Background: an optimization exercise with open tools, aiming at small area and a short achievable clock period. Do not read the settings as production practice.
Function was checked by simulation only, so behaviour that the tests miss may differ from the original.

==> flow/design.v (outline; a module is shown in full before it is edited, if it fits) <==
// module instruction_decoder: 14 lines
// module memory: 41 lines
// module alu: 1009 lines
// module top: 42 lines
module top (
    input  logic        clk,
    input  logic        reset,
    input  logic [31:0] instr,
    output logic [31:0] result
);
  // ...
==> flow/run.sh <==
#!/bin/bash
# synth_recipe.tcl (not shown) runs the flow's synth.tcl, then flattens the netlist and writes it again
# the make line also repeats each setting of config.mk as NAME=value (left out here)
make -C /OpenROAD-flow-scripts/flow DESIGN_CONFIG=/design/flow/config.mk WORK_HOME=/design/flow/orfs CLKGATE_MAP_FILE= SYNTH_SCRIPT=/design/flow/synth_recipe.tcl finish
==> flow/config.mk <==
export PLATFORM = sky130hd
export DESIGN_NAME = top
export DESIGN_NICKNAME = top
export VERILOG_FILES = /design/flow/design.v
export SDC_FILE = /design/flow/constraint.sdc
export NUM_CORES = 4
export LEC_CHECK = 0
export CAP_MARGIN = 20
export CORE_MARGIN = 2
export CORE_UTILIZATION = 60
export CTS_BUF_LIST = sky130_fd_sc_hd__clkbuf_8
export CTS_CLUSTER_SIZE = 30
export PLACE_DENSITY = 0.7
export SLEW_MARGIN = 20
==> flow/constraint.sdc <==
create_clock -name core_clock -period 250.0 [get_ports {clk}]
set_input_delay 50.0000 -clock core_clock [delete_from_list [all_inputs] [get_ports {clk}]]
set_output_delay 50.0000 -clock core_clock [all_outputs]
set_load 0.01 [all_outputs]
==> out/results.tsv, run 1 <==
stage	metric	value	unit
clocking	clkSlewWorstSetupHoldPaths	0.06	ns
critical_path	worstSetupPathType	primary input to register	
worst_hold_path	min-delay-start	u_mem.valid[17]	
cells_and_area	nClkBuffers	139	
run_status	status	complete, no violations	
critical_path	cpMostUsedCell	a21oi_1	
cells_and_area	final_area	79900	µm²
yosys	yosys.area_share.simple	0.0894	
yosys	synth_compound_area_frac	0.181	
worst_hold_path	hold_path_end	u_mem.valid[17]	
timing	hold_viol	0	
critical_path	crit_buf_inv	15	
cells_and_area	nFlopsAndLatches	832	
cells_and_area	nonClkBufAreaFrac	0.0224	
yosys	yosys_most_used_dff	edfxtp_1	
yosys	synth_area_per_cell	10.6	µm²
cells_and_area	finalNetCount	8231	
cells_and_area	n_all_buffers	213	
yosys	netlist_area	74100	µm²
critical_path	required	250.73	ns
yosys	synth_mux_area_frac	0.0858	
critical_path	critPathTopFamily	compound AO/OA/AOI/OAI gates	
critical_path	start_kind	primary input	
cells_and_area	num-multi-input-gates	5273	
cells_and_area	largestRegisters	u_mem.rec.hq x384, u_mem.rec.wq x384	
worst_hold_path	hp-class	register to register	
timing	min_period	122.80	ns
critical_path	crit_path_start	instr[16]	
global_route	antenna_found_initial	4	
critical_path	ff2ff_path_depth	322	
clocking	ctsResizeCount	0	
floorplan	row_count	128	
timing	rsz0062_at_grt	no	
clocking	cts_sinks	832	
routing	antenna_left	0	
==> module memory, before the edit <==
module memory (
    input  logic        clk,
    input  logic        reset,
    input  logic        set_h,
    input  logic        set_w,
    input  logic [4:0]  wr_idx,
    input  logic [4:0]  rd_idx,
    input  logic [11:0] imm,
    output logic [11:0] h,
    output logic [11:0] w
);
    logic [31:0] valid;
    logic [32*12-1:0] hflat, wflat;
    logic [11:0] hd, wd;
    logic        set_any;
    assign set_any = set_h | set_w;
    assign hd = set_h ? imm : 12'd0;
    assign wd = set_w ? imm : 12'd0;
    always @(posedge clk or posedge reset) begin
        if (reset)
            valid <= 32'd0;
        else if (set_any)
            valid[wr_idx] <= 1'b1;
    end
    genvar i;
    generate
        for (i = 0; i < 32; i = i + 1) begin : rec
            logic [11:0] hq, wq;
            always @(posedge clk) begin
                if (set_any && wr_idx == i) begin
                    if (set_h || !valid[i]) hq <= hd;
                    if (set_w || !valid[i]) wq <= wd;
                end
            end
            assign hflat[i*12 +: 12] = hq;
            assign wflat[i*12 +: 12] = wq;
        end
    endgenerate
    assign h = valid[rd_idx] ? hflat[rd_idx*12 +: 12] : 12'd0;
    assign w = valid[rd_idx] ? wflat[rd_idx*12 +: 12] : 12'd0;
endmodule
==> inputs of run 2 (changes only) <==
--- a/flow/design.v
+++ b/flow/design.v
@@ -45,18 +45,26 @@
                     if (set_h || !valid[i]) hq <= hd;
                     if (set_w || !valid[i]) wq <= wd;
                 end
             end
             assign hflat[i*12 +: 12] = hq;
             assign wflat[i*12 +: 12] = wq;
         end
     endgenerate
-    assign h = valid[rd_idx] ? hflat[rd_idx*12 +: 12] : 12'd0;
-    assign w = valid[rd_idx] ? wflat[rd_idx*12 +: 12] : 12'd0;
+    logic [31:0] sel;
+    always @(*) begin
+        h = 12'd0;
+        w = 12'd0;
+        for (int r = 0; r < 32; r++) begin
+            sel[r] = valid[r] & (rd_idx == r);
+            h = h | ({12{sel[r]}} & hflat[r*12 +: 12]);
+            w = w | ({12{sel[r]}} & wflat[r*12 +: 12]);
+        end
+    end
 endmodule
 module alu (
     input  logic        is_bmi,
     input  logic        is_bmr,
     input  logic [11:0] h,
     input  logic [11:0] w,
     input  logic [6:0]  funct7,
     output logic [31:0] y
@@ -862,52 +870,169 @@
     logic [31:0] nm_ra, nm_rb, nm_sum;
     assign nm_ra = {1'b1, 1'b1, 1'b1, 1'b1, 1'b1, 1'b1, 1'b1, (~w[11]), nm_56, nm_54, nm_52, nm_50, nm_48, nm_46, nm_44, nm_42, nm_40, nm_38, nm_36, nm_34, nm_32, nm_30, nm_28, 1'b1, w[3], w[2], w[1], w[0], 1'b0, 1'b0, 1'b0, 1'b0};
     assign nm_rb = {1'b0, 1'b0, 1'b0, 1'b0, 1'b0, 1'b0, 1'b0, nm_58, nm_57, nm_55, nm_53, nm_51, nm_49, nm_47, nm_45, nm_43, nm_41, nm_39, nm_37, nm_35, nm_33, nm_31, nm_29, nm_27, 1'b0, 1'b0, 1'b0, 1'b0, 1'b0, 1'b0, 1'b0, 1'b0};
     assign nm_sum = nm_ra + nm_rb;
     assign n = nm_sum[31:0];
     logic [31:0] q;
     logic [17:0] d3;
     assign d3 = {2'b0, d} + {1'b0, d, 1'b0};
-    logic [31:0] r30;
-    logic [18:0] a30, b30, c30;
-    logic ge1_30, ge2_30, ge3_30;
-    assign a30 = 19'(n[31:30]) - 19'(d);
-    assign b30 = 19'(n[31:30]) - 19'({d, 1'b0});
-    assign c30 = 19'(n[31:30]) - 19'(d3);
-    assign ge1_30 = ~a30[18];
-    assign ge2_30 = ~b30[18];
-    assign ge3_30 = ~c30[18];
-    assign q[31] = ge2_30;
-    assign q[30] = ge3_30 | (ge1_30 & ~ge2_30);
-    assign r30 = {(ge3_30 ? c30[1:0] : ge2_30 ? b30[1:0] : ge1_30 ? a30[1:0] : n[31:30]), n[29:0]};
-    logic [31:0] r28;
-    logic [18:0] a28, b28, c28;
-    logic ge1_28, ge2_28, ge3_28;
-    assign a28 = 19'(r30[31:28]) - 19'(d);
-    assign b28 = 19'(r30[31:28]) - 19'({d, 1'b0});
-    assign c28 = 19'(r30[31:28]) - 19'(d3);
-    assign ge1_28 = ~a28[18];
-    assign ge2_28 = ~b28[18];
-    assign ge3_28 = ~c28[18];
-    assign q[29] = ge2_28;
-    assign q[28] = ge3_28 | (ge1_28 & ~ge2_28);
-    assign r28 = {(ge3_28 ? c28[3:0] : ge2_28 ? b28[3:0] : ge1_28 ? a28[3:0] : r30[31:28]), r30[27:0]};
+    logic        hsmall;
+    logic [5:0]  tq, tr, qtop, rtop;
+    assign hsmall = neg ? (ap < 11'd79) : (ap < 11'd80);
+    always @(*) begin
+        case ({neg, ap[6:0]})
+            8'd10: begin tq = 6'd63; tr = 6'd0; end
+            8'd11: begin tq = 6'd63; tr = 6'd0; end
+            8'd12: begin tq = 6'd63; tr = 6'd0; end
+            8'd13: begin tq = 6'd63; tr = 6'd0; end
+            8'd14: begin tq = 6'd63; tr = 6'd0; end
+            8'd15: begin tq = 6'd31; tr = 6'd1; end
+            8'd16: begin tq = 6'd31; tr = 6'd1; end
+            8'd17: begin tq = 6'd31; tr = 6'd1; end
+            8'd18: begin tq = 6'd21; tr = 6'd0; end
+            8'd19: begin tq = 6'd21; tr = 6'd0; end
+            8'd20: begin tq = 6'd15; tr = 6'd3; end
+            8'd21: begin tq = 6'd15; tr = 6'd3; end
+            8'd22: begin tq = 6'd15; tr = 6'd3; end
+            8'd23: begin tq = 6'd12; tr = 6'd3; end
+            8'd24: begin tq = 6'd12; tr = 6'd3; end
+            8'd25: begin tq = 6'd10; tr = 6'd3; end
+            8'd26: begin tq = 6'd10; tr = 6'd3; end
+            8'd27: begin tq = 6'd9; tr = 6'd0; end
+            8'd28: begin tq = 6'd9; tr = 6'd0; end
+            8'd29: begin tq = 6'd7; tr = 6'd7; end
+            8'd30: begin tq = 6'd7; tr = 6'd0; end
+            8'd31: begin tq = 6'd7; tr = 6'd0; end
+            8'd32: begin tq = 6'd6; tr = 6'd3; end
+            8'd33: begin tq = 6'd6; tr = 6'd3; end
+            8'd34: begin tq = 6'd5; tr = 6'd8; end
+            8'd35: begin tq = 6'd5; tr = 6'd3; end
+            8'd36: begin tq = 6'd5; tr = 6'd3; end
+            8'd37: begin tq = 6'd4; tr = 6'd11; end
+            8'd38: begin tq = 6'd4; tr = 6'd7; end
+            8'd39: begin tq = 6'd4; tr = 6'd3; end
+            8'd40: begin tq = 6'd3; tr = 6'd15; end
+            8'd41: begin tq = 6'd3; tr = 6'd15; end
+            8'd42: begin tq = 6'd3; tr = 6'd12; end
+            8'd43: begin tq = 6'd3; tr = 6'd9; end
+            8'd44: begin tq = 6'd3; tr = 6'd6; end
+            8'd45: begin tq = 6'd3; tr = 6'd3; end
+            8'd46: begin tq = 6'd3; tr = 6'd0; end
+            8'd47: begin tq = 6'd2; tr = 6'd19; end
+            8'd48: begin tq = 6'd2; tr = 6'd17; end
+            8'd49: begin tq = 6'd2; tr = 6'd15; end
+            8'd50: begin tq = 6'd2; tr = 6'd13; end
+            8'd51: begin tq = 6'd2; tr = 6'd11; end
+            8'd52: begin tq = 6'd2; tr = 6'd9; end
+            8'd53: begin tq = 6'd2; tr = 6'd7; end
+            8'd54: begin tq = 6'd2; tr = 6'd5; end
+            8'd55: begin tq = 6'd2; tr = 6'd3; end
+            8'd56: begin tq = 6'd2; tr = 6'd1; end
+            8'd57: begin tq = 6'd1; tr = 6'd31; end
+            8'd58: begin tq = 6'd1; tr = 6'd30; end
+            8'd59: begin tq = 6'd1; tr = 6'd29; end
+            8'd60: begin tq = 6'd1; tr = 6'd27; end
+            8'd61: begin tq = 6'd1; tr = 6'd26; end
+            8'd62: begin tq = 6'd1; tr = 6'd25; end
+            8'd63: begin tq = 6'd1; tr = 6'd24; end
+            8'd64: begin tq = 6'd1; tr = 6'd23; end
+            8'd65: begin tq = 6'd1; tr = 6'd21; end
+            8'd66: begin tq = 6'd1; tr = 6'd20; end
+            8'd67: begin tq = 6'd1; tr = 6'd19; end
+            8'd68: begin tq = 6'd1; tr = 6'd17; end
+            8'd69: begin tq = 6'd1; tr = 6'd16; end
+            8'd70: begin tq = 6'd1; tr = 6'd14; end
+            8'd71: begin tq = 6'd1; tr = 6'd13; end
+            8'd72: begin tq = 6'd1; tr = 6'd12; end
+            8'd73: begin tq = 6'd1; tr = 6'd10; end
+            8'd74: begin tq = 6'd1; tr = 6'd9; end
+            8'd75: begin tq = 6'd1; tr = 6'd7; end
+            8'd76: begin tq = 6'd1; tr = 6'd6; end
+            8'd77: begin tq = 6'd1; tr = 6'd4; end
+            8'd78: begin tq = 6'd1; tr = 6'd3; end
+            8'd79: begin tq = 6'd1; tr = 6'd1; end
+            8'd137: begin tq = 6'd63; tr = 6'd0; end
+            8'd138: begin tq = 6'd63; tr = 6'd0; end
+            8'd139: begin tq = 6'd63; tr = 6'd0; end
+            8'd140: begin tq = 6'd63; tr = 6'd0; end
+            8'd141: begin tq = 6'd63; tr = 6'd0; end
+            8'd142: begin tq = 6'd31; tr = 6'd1; end
+            8'd143: begin tq = 6'd31; tr = 6'd1; end
+            8'd144: begin tq = 6'd31; tr = 6'd1; end
+            8'd145: begin tq = 6'd21; tr = 6'd0; end
+            8'd146: begin tq = 6'd21; tr = 6'd0; end
+            8'd147: begin tq = 6'd15; tr = 6'd3; end
+            8'd148: begin tq = 6'd15; tr = 6'd3; end
+            8'd149: begin tq = 6'd15; tr = 6'd3; end
+            8'd150: begin tq = 6'd12; tr = 6'd3; end
+            8'd151: begin tq = 6'd12; tr = 6'd3; end
+            8'd152: begin tq = 6'd10; tr = 6'd3; end
+            8'd153: begin tq = 6'd10; tr = 6'd3; end
+            8'd154: begin tq = 6'd9; tr = 6'd0; end
+            8'd155: begin tq = 6'd9; tr = 6'd0; end
+            8'd156: begin tq = 6'd7; tr = 6'd7; end
+            8'd157: begin tq = 6'd7; tr = 6'd0; end
+            8'd158: begin tq = 6'd7; tr = 6'd0; end
+            8'd159: begin tq = 6'd6; tr = 6'd3; end
+            8'd160: begin tq = 6'd6; tr = 6'd3; end
+            8'd161: begin tq = 6'd5; tr = 6'd8; end
+            8'd162: begin tq = 6'd5; tr = 6'd3; end
+            8'd163: begin tq = 6'd5; tr = 6'd3; end
+            8'd164: begin tq = 6'd4; tr = 6'd11; end
+            8'd165: begin tq = 6'd4; tr = 6'd7; end
+            8'd166: begin tq = 6'd4; tr = 6'd3; end
+            8'd167: begin tq = 6'd3; tr = 6'd15; end
+            8'd168: begin tq = 6'd3; tr = 6'd15; end
+            8'd169: begin tq = 6'd3; tr = 6'd12; end
+            8'd170: begin tq = 6'd3; tr = 6'd9; end
+            8'd171: begin tq = 6'd3; tr = 6'd6; end
+            8'd172: begin tq = 6'd3; tr = 6'd3; end
+            8'd173: begin tq = 6'd3; tr = 6'd0; end
+            8'd174: begin tq = 6'd2; tr = 6'd19; end
+            8'd175: begin tq = 6'd2; tr = 6'd17; end
+            8'd176: begin tq = 6'd2; tr = 6'd15; end
+            8'd177: begin tq = 6'd2; tr = 6'd13; end
+            8'd178: begin tq = 6'd2; tr = 6'd11; end
+            8'd179: begin tq = 6'd2; tr = 6'd9; end
+            8'd180: begin tq = 6'd2; tr = 6'd7; end
+            8'd181: begin tq = 6'd2; tr = 6'd5; end
+            8'd182: begin tq = 6'd2; tr = 6'd3; end
+            8'd183: begin tq = 6'd2; tr = 6'd1; end
+            8'd184: begin tq = 6'd1; tr = 6'd31; end
+            8'd185: begin tq = 6'd1; tr = 6'd30; end
+            8'd186: begin tq = 6'd1; tr = 6'd29; end
+            8'd187: begin tq = 6'd1; tr = 6'd27; end
+            8'd188: begin tq = 6'd1; tr = 6'd26; end
+            8'd189: begin tq = 6'd1; tr = 6'd25; end
+            8'd190: begin tq = 6'd1; tr = 6'd24; end
+            8'd191: begin tq = 6'd1; tr = 6'd23; end
+            8'd192: begin tq = 6'd1; tr = 6'd21; end
+            8'd193: begin tq = 6'd1; tr = 6'd20; end
+            8'd194: begin tq = 6'd1; tr = 6'd19; end
+            8'd195: begin tq = 6'd1; tr = 6'd17; end
+            8'd196: begin tq = 6'd1; tr = 6'd16; end
+            8'd197: begin tq = 6'd1; tr = 6'd14; end
+            8'd198: begin tq = 6'd1; tr = 6'd13; end
+            8'd199: begin tq = 6'd1; tr = 6'd12; end
+            8'd200: begin tq = 6'd1; tr = 6'd10; end
+            8'd201: begin tq = 6'd1; tr = 6'd9; end
+            8'd202: begin tq = 6'd1; tr = 6'd7; end
+            8'd203: begin tq = 6'd1; tr = 6'd6; end
+            8'd204: begin tq = 6'd1; tr = 6'd4; end
+            8'd205: begin tq = 6'd1; tr = 6'd3; end
+            8'd206: begin tq = 6'd1; tr = 6'd1; end
+            default: begin tq = 6'd0; tr = 6'd63; end
+        endcase
+    end
+    assign qtop = (w[11] & hsmall) ? tq : 6'd0;
+    assign rtop = w[11] ? (hsmall ? tr : 6'd63) : 6'd0;
+    assign q[31:26] = qtop;
     logic [31:0] r26;
-    logic [18:0] a26, b26, c26;
-    logic ge1_26, ge2_26, ge3_26;
-    assign a26 = 19'(r28[31:26]) - 19'(d);
-    assign b26 = 19'(r28[31:26]) - 19'({d, 1'b0});
-    assign c26 = 19'(r28[31:26]) - 19'(d3);
-    assign ge1_26 = ~a26[18];
-    assign ge2_26 = ~b26[18];
-    assign ge3_26 = ~c26[18];
-    assign q[27] = ge2_26;
-    assign q[26] = ge3_26 | (ge1_26 & ~ge2_26);
-    assign r26 = {(ge3_26 ? c26[5:0] : ge2_26 ? b26[5:0] : ge1_26 ? a26[5:0] : r28[31:26]), r28[25:0]};
+    assign r26 = {rtop, n[25:0]};
     logic [31:0] r24;
     logic [18:0] a24, b24, c24;
     logic ge1_24, ge2_24, ge3_24;
     assign a24 = 19'(r26[31:24]) - 19'(d);
     assign b24 = 19'(r26[31:24]) - 19'({d, 1'b0});
     assign c24 = 19'(r26[31:24]) - 19'(d3);
     assign ge1_24 = ~a24[18];
     assign ge2_24 = ~b24[18];
==> flow/config.mk (replaced) <==
export PLATFORM = sky130hd
export DESIGN_NAME = top
export DESIGN_NICKNAME = top
export VERILOG_FILES = /design/flow/design.v
export SDC_FILE = /design/flow/constraint.sdc
export NUM_CORES = 4
export LEC_CHECK = 0
export CAP_MARGIN = 20
export CORE_MARGIN = 2
export CORE_UTILIZATION = 40
export SLEW_MARGIN = 20
==> out/results.tsv, run 2 <==
stage	metric	value	unit	change
critical_path	cpPeakStageDelay	0.87	ns	was 0.91 ns
cells_and_area	fin_util	0.444		was 0.654
cells_and_area	finalNetCount	8549		was 8231
yosys	netlist_area	72200	µm²	was 74100 µm²
critical_path	path_max_fanout	49		was 70
critical_path	crit_path_end_kind	register		unchanged
timing	final.period_utilization	0.465		was 0.491
critical_path	worstPathArrival	116.84	ns	was 123.53 ns
critical_path	worstSetupPathType	primary input to register		unchanged
clocking	cts_tree	built		unchanged
yosys	synthTopCellsByCount	ha_1 (874), edfxtp_1 (768), inv_1 (690), a21oi_1 (608), nand2_1 (419)		was ha_1 (884), edfxtp_1 (768), inv_1 (643), a21oi_1 (561), nand2_1 (351)
floorplan	initial_core_util	0.404		was 0.606
yosys	synth_area_per_cell	9.81	µm²	was 10.6 µm²
global_route	overflow	0		unchanged
yosys	ys_types	124		was 133
clocking	cts_root_buf	clkbuf_16		was clkbuf_8
routing	drt_pass1_iterations	9		was 6
global_route	grt_max_degree	73		was 85
critical_path	crit_path_start	instr[15]		was instr[16]
timing	max_freq	0.00860	GHz	was 0.00814 GHz
clocking	clkSlewWorstSetupHoldPaths	0.06	ns	about the same
routing	drc	0		unchanged
floorplan	dieHeight	429	µm	was 355 µm
clocking	clk_latency	0.75	ns	was 0.87 ns
yosys	synth_top_area_frac	0.320		was 0.311
global_route	grt_usage	0.274		was 0.352
clocking	clock_path_buffers	3		unchanged
critical_path	start_kind	primary input		unchanged
yosys	synth.area.top_cells	edfxtp_1 (32%), ha_1 (15%), fa_1 (5.6%), a21oi_1 (4.2%), xnor2_1 (4.2%)		was edfxtp_1 (31%), ha_1 (15%), mux4_2 (7.0%), fa_1 (5.5%), xnor2_1 (4.1%)
timing	hold_viol	0		unchanged
critical_path	worst_r2r_endpoint	result[0]		unchanged
global_route	antenna_found_initial	8		was 4
yosys	synth.ff_latch_count	832		unchanged
job	drv_cap	0		unchanged
yosys	yosys.cell_count.top_type	ha_1		unchanged
yosys	synth_cells	7360		was 6957
floorplan	die_area	184000	µm²	was 126000 µm²
run_status	status	complete, no violations		unchanged
clocking	ctsHoldBuffers	0		unchanged
floorplan	die_w	429	µm	was 355 µm
timing	rsz0062_at_grt	no		unchanged
clocking	ctsHtreeMaxLevel	3		was 4
timing	whs	0.598	ns	was 0.517 ns
cells_and_area	final_area	79400	µm²	was 79900 µm²
yosys	yosysSeqAreaShare	0.342		was 0.333
routing	vias	59700		was 56800
critical_path	r2r-start	u_mem.valid[6]		was u_mem.valid[7]
critical_path	crit_buf_inv	17		was 15
timing	relSlewSlack	0.200		was 0.202
critical_path	r2r_slack	183.84	ns	was 178.06 ns
clocking	cts-buffers-inserted	89		was 136
yosys	synth_edf_count	768		unchanged
critical_path	path_depth	307		was 325
placement	dp_hpwl	184	mm	was 164 mm
cells_and_area	final_cell_mix	ha_1 (873), edfxtp_1 (768), inv_1 (687)		was ha_1 (884), edfxtp_1 (768), inv_1 (687)
routing	drt_iter0_drc	5766		was 5429
critical_path	crit_path_end	result[0]		unchanged
cells_and_area	layout_commonest_cell	ha_1		unchanged
clocking	ctsResizeCount	0		unchanged
worst_hold_path	hp-class	register to register		unchanged
floorplan	core	179000	µm²	was 122000 µm²
yosys	yosys_most_used_dff	edfxtp_1		unchanged
yosys	syn_nets	8469		was 8080
placement	portBuffers	65		unchanged
timing	setup-tns-final	0	ns	unchanged
critical_path	ff2ff_path_depth	304		was 322
critical_path	critPathTopFamily	compound AO/OA/AOI/OAI gates		unchanged
routing	viasPerCell	6.05		was 6.42
global_route	grt_pass1_vias	58600		was 56700
cells_and_area	drive_above_1_share	0.0660		was 0.105
critical_path	required	250.56	ns	was 250.73 ns
clocking	post_cts_buffers	0		unchanged
floorplan	ioPinCount	66		unchanged
yosys	synth_largest_area_cell	edfxtp_1		unchanged
cells_and_area	syn2layout_area_growth	10.0	%	was 7.85%
cells_and_area	fill_cells	17200		was 9616
timing	worst_clock_skew	0.0704	ns	was 0.0768 ns
routing	wirelength	259	mm	was 223 mm
yosys	ys_warn_count	3		was 2
clocking	cts_sinks	832		unchanged
critical_path	cpMostUsedCell	a21oi_1		unchanged
timing	setup_viol	0		unchanged
routing	wl_per_cell	26.2	µm	was 25.2 µm
placement	place_congestion	0.962		was 0.994
critical_path	cp_slowest_cell	and3_1		was buf_4
global_route	grt_pass1_wl	380	mm	was 337 mm
timing	min_period	116.28	ns	was 122.80 ns
timing	worstMarginPinSlew	1.20	ns	was 1.19 ns
yosys	async_reset_ff_frac	0.0769		unchanged
timing	slew_viol_final	0		unchanged
routing	antenna_left	0		unchanged
cells_and_area	largestRegisters	u_mem.rec.hq x384, u_mem.rec.wq x384		unchanged
floorplan	row_count	155		was 128
placement	place_area	76600	µm²	was 77300 µm²
run 2: per-stage QoR:
stage / instances / setup slack (ns)
floorplan: 7360 / 142.27
global placement: 9702 / 136.01
detailed placement: 9702 / 134.38
CTS: 9865 / 134.75
global route: 9868 / 128.13
finish: 9873 / 133.72
run 2: worst min path at each step:
stage | from | to | slack [ns] | cells after the start
after floorplan | u_mem.valid[12] | u_mem.valid[12] | 0.46 | 1
after global placement | u_mem.valid[3] | u_mem.valid[3] | 0.56 | 1
after detailed placement | u_mem.valid[3] | u_mem.valid[3] | 0.56 | 1
after global routing | u_mem.valid[13] | u_mem.valid[13] | 0.62 | 1
final | u_mem.valid[9] | u_mem.valid[9] | 0.60 | 1
after CTS | u_mem.valid[3] | u_mem.valid[3] | 0.57 | 1
run 2: area by class of cell:
cell class,instances,area [µm²],area share
Inverter,699,2630,0.0331
Clock buffer,118,2360,0.0297
Timing Repair Buffer,246,2020,0.0254
Tap cell,2355,2950,0.0371
Sequential cell,832,24700,0.311
Clock inverter,45,425,0.00536
Multi-Input combinational cell,5572,44400,0.559
Antenna cell,6,15.0,0.000189
run 2: cells by family (layout without fill, tap and decap cells):
| family | Yosys count | in the layout | share of synthesized area |
|---|---|---|---|
| and+or+nand+nor | 1569 | 1569 | 0.109 |
| other | 0 | 6 | 0 |
| DFF | 832 | 832 | 0.342 |
| AOI/OAI and AO/OA | 2366 | 2366 | 0.222 |
| adders and majority gates | 1085 | 1085 | 0.209 |
| xor gates and xnor gates | 477 | 477 | 0.0579 |
| buffers and inverters | 956 | 1108 | 0.0503 |
| muxes | 75 | 75 | 0.0108 |
run 2: worst register-to-register path: cells and delay by family, from the launching register on:
family | cells | cell delay, ns
xor gates and xnor gates | 2 | 0.29
buffers and inverters | 16 | 3.63
adders and majority gates | 24 | 8.83
muxes | 9 | 4.51
AOI/OAI and AO/OA | 186 | 36.68
and+or+nand+nor | 67 | 11.58
DFF | 1 | 0.48
run 2: routing by layer:
metal  track usage  part of all wire
met1         0.348              0.40
met2         0.456              0.47
met3        0.0349             0.070
met4         0.141             0.059
met5             0           0.00014

==> port drivers added, routing unchanged <==
Ports are ideal in the flow. The routed layouts listed here were re-timed in OpenROAD. Step 1 (the two cells are an assumption about what drives the block):
set clk [get_ports {clk}]
set_driving_cell -lib_cell sky130_fd_sc_hd__clkbuf_16 $clk
set_driving_cell -lib_cell sky130_fd_sc_hd__buf_2 [delete_from_list [all_inputs] $clk]
Step 2 also shifts input and output timing later by t, the mid clock arrival at the registers, as if the neighbouring blocks saw the same clock. Three values: ideal ports, drivers, drivers and shift; two values: the first two.
run | t, ns | slack for setup (ns) | worst slew at a driven data input, ns
run 1 | 0.905 | 127.200 / 127.243 / 126.338 | 0.05
run 2 | 0.785 | 133.719 / 133.753 / 132.967 | 0.22
After both steps every run listed still meets setup and hold. The setup slack of run 1, which loses most, moves by +0.043 ns with the drivers and by -0.862 ns with both steps.
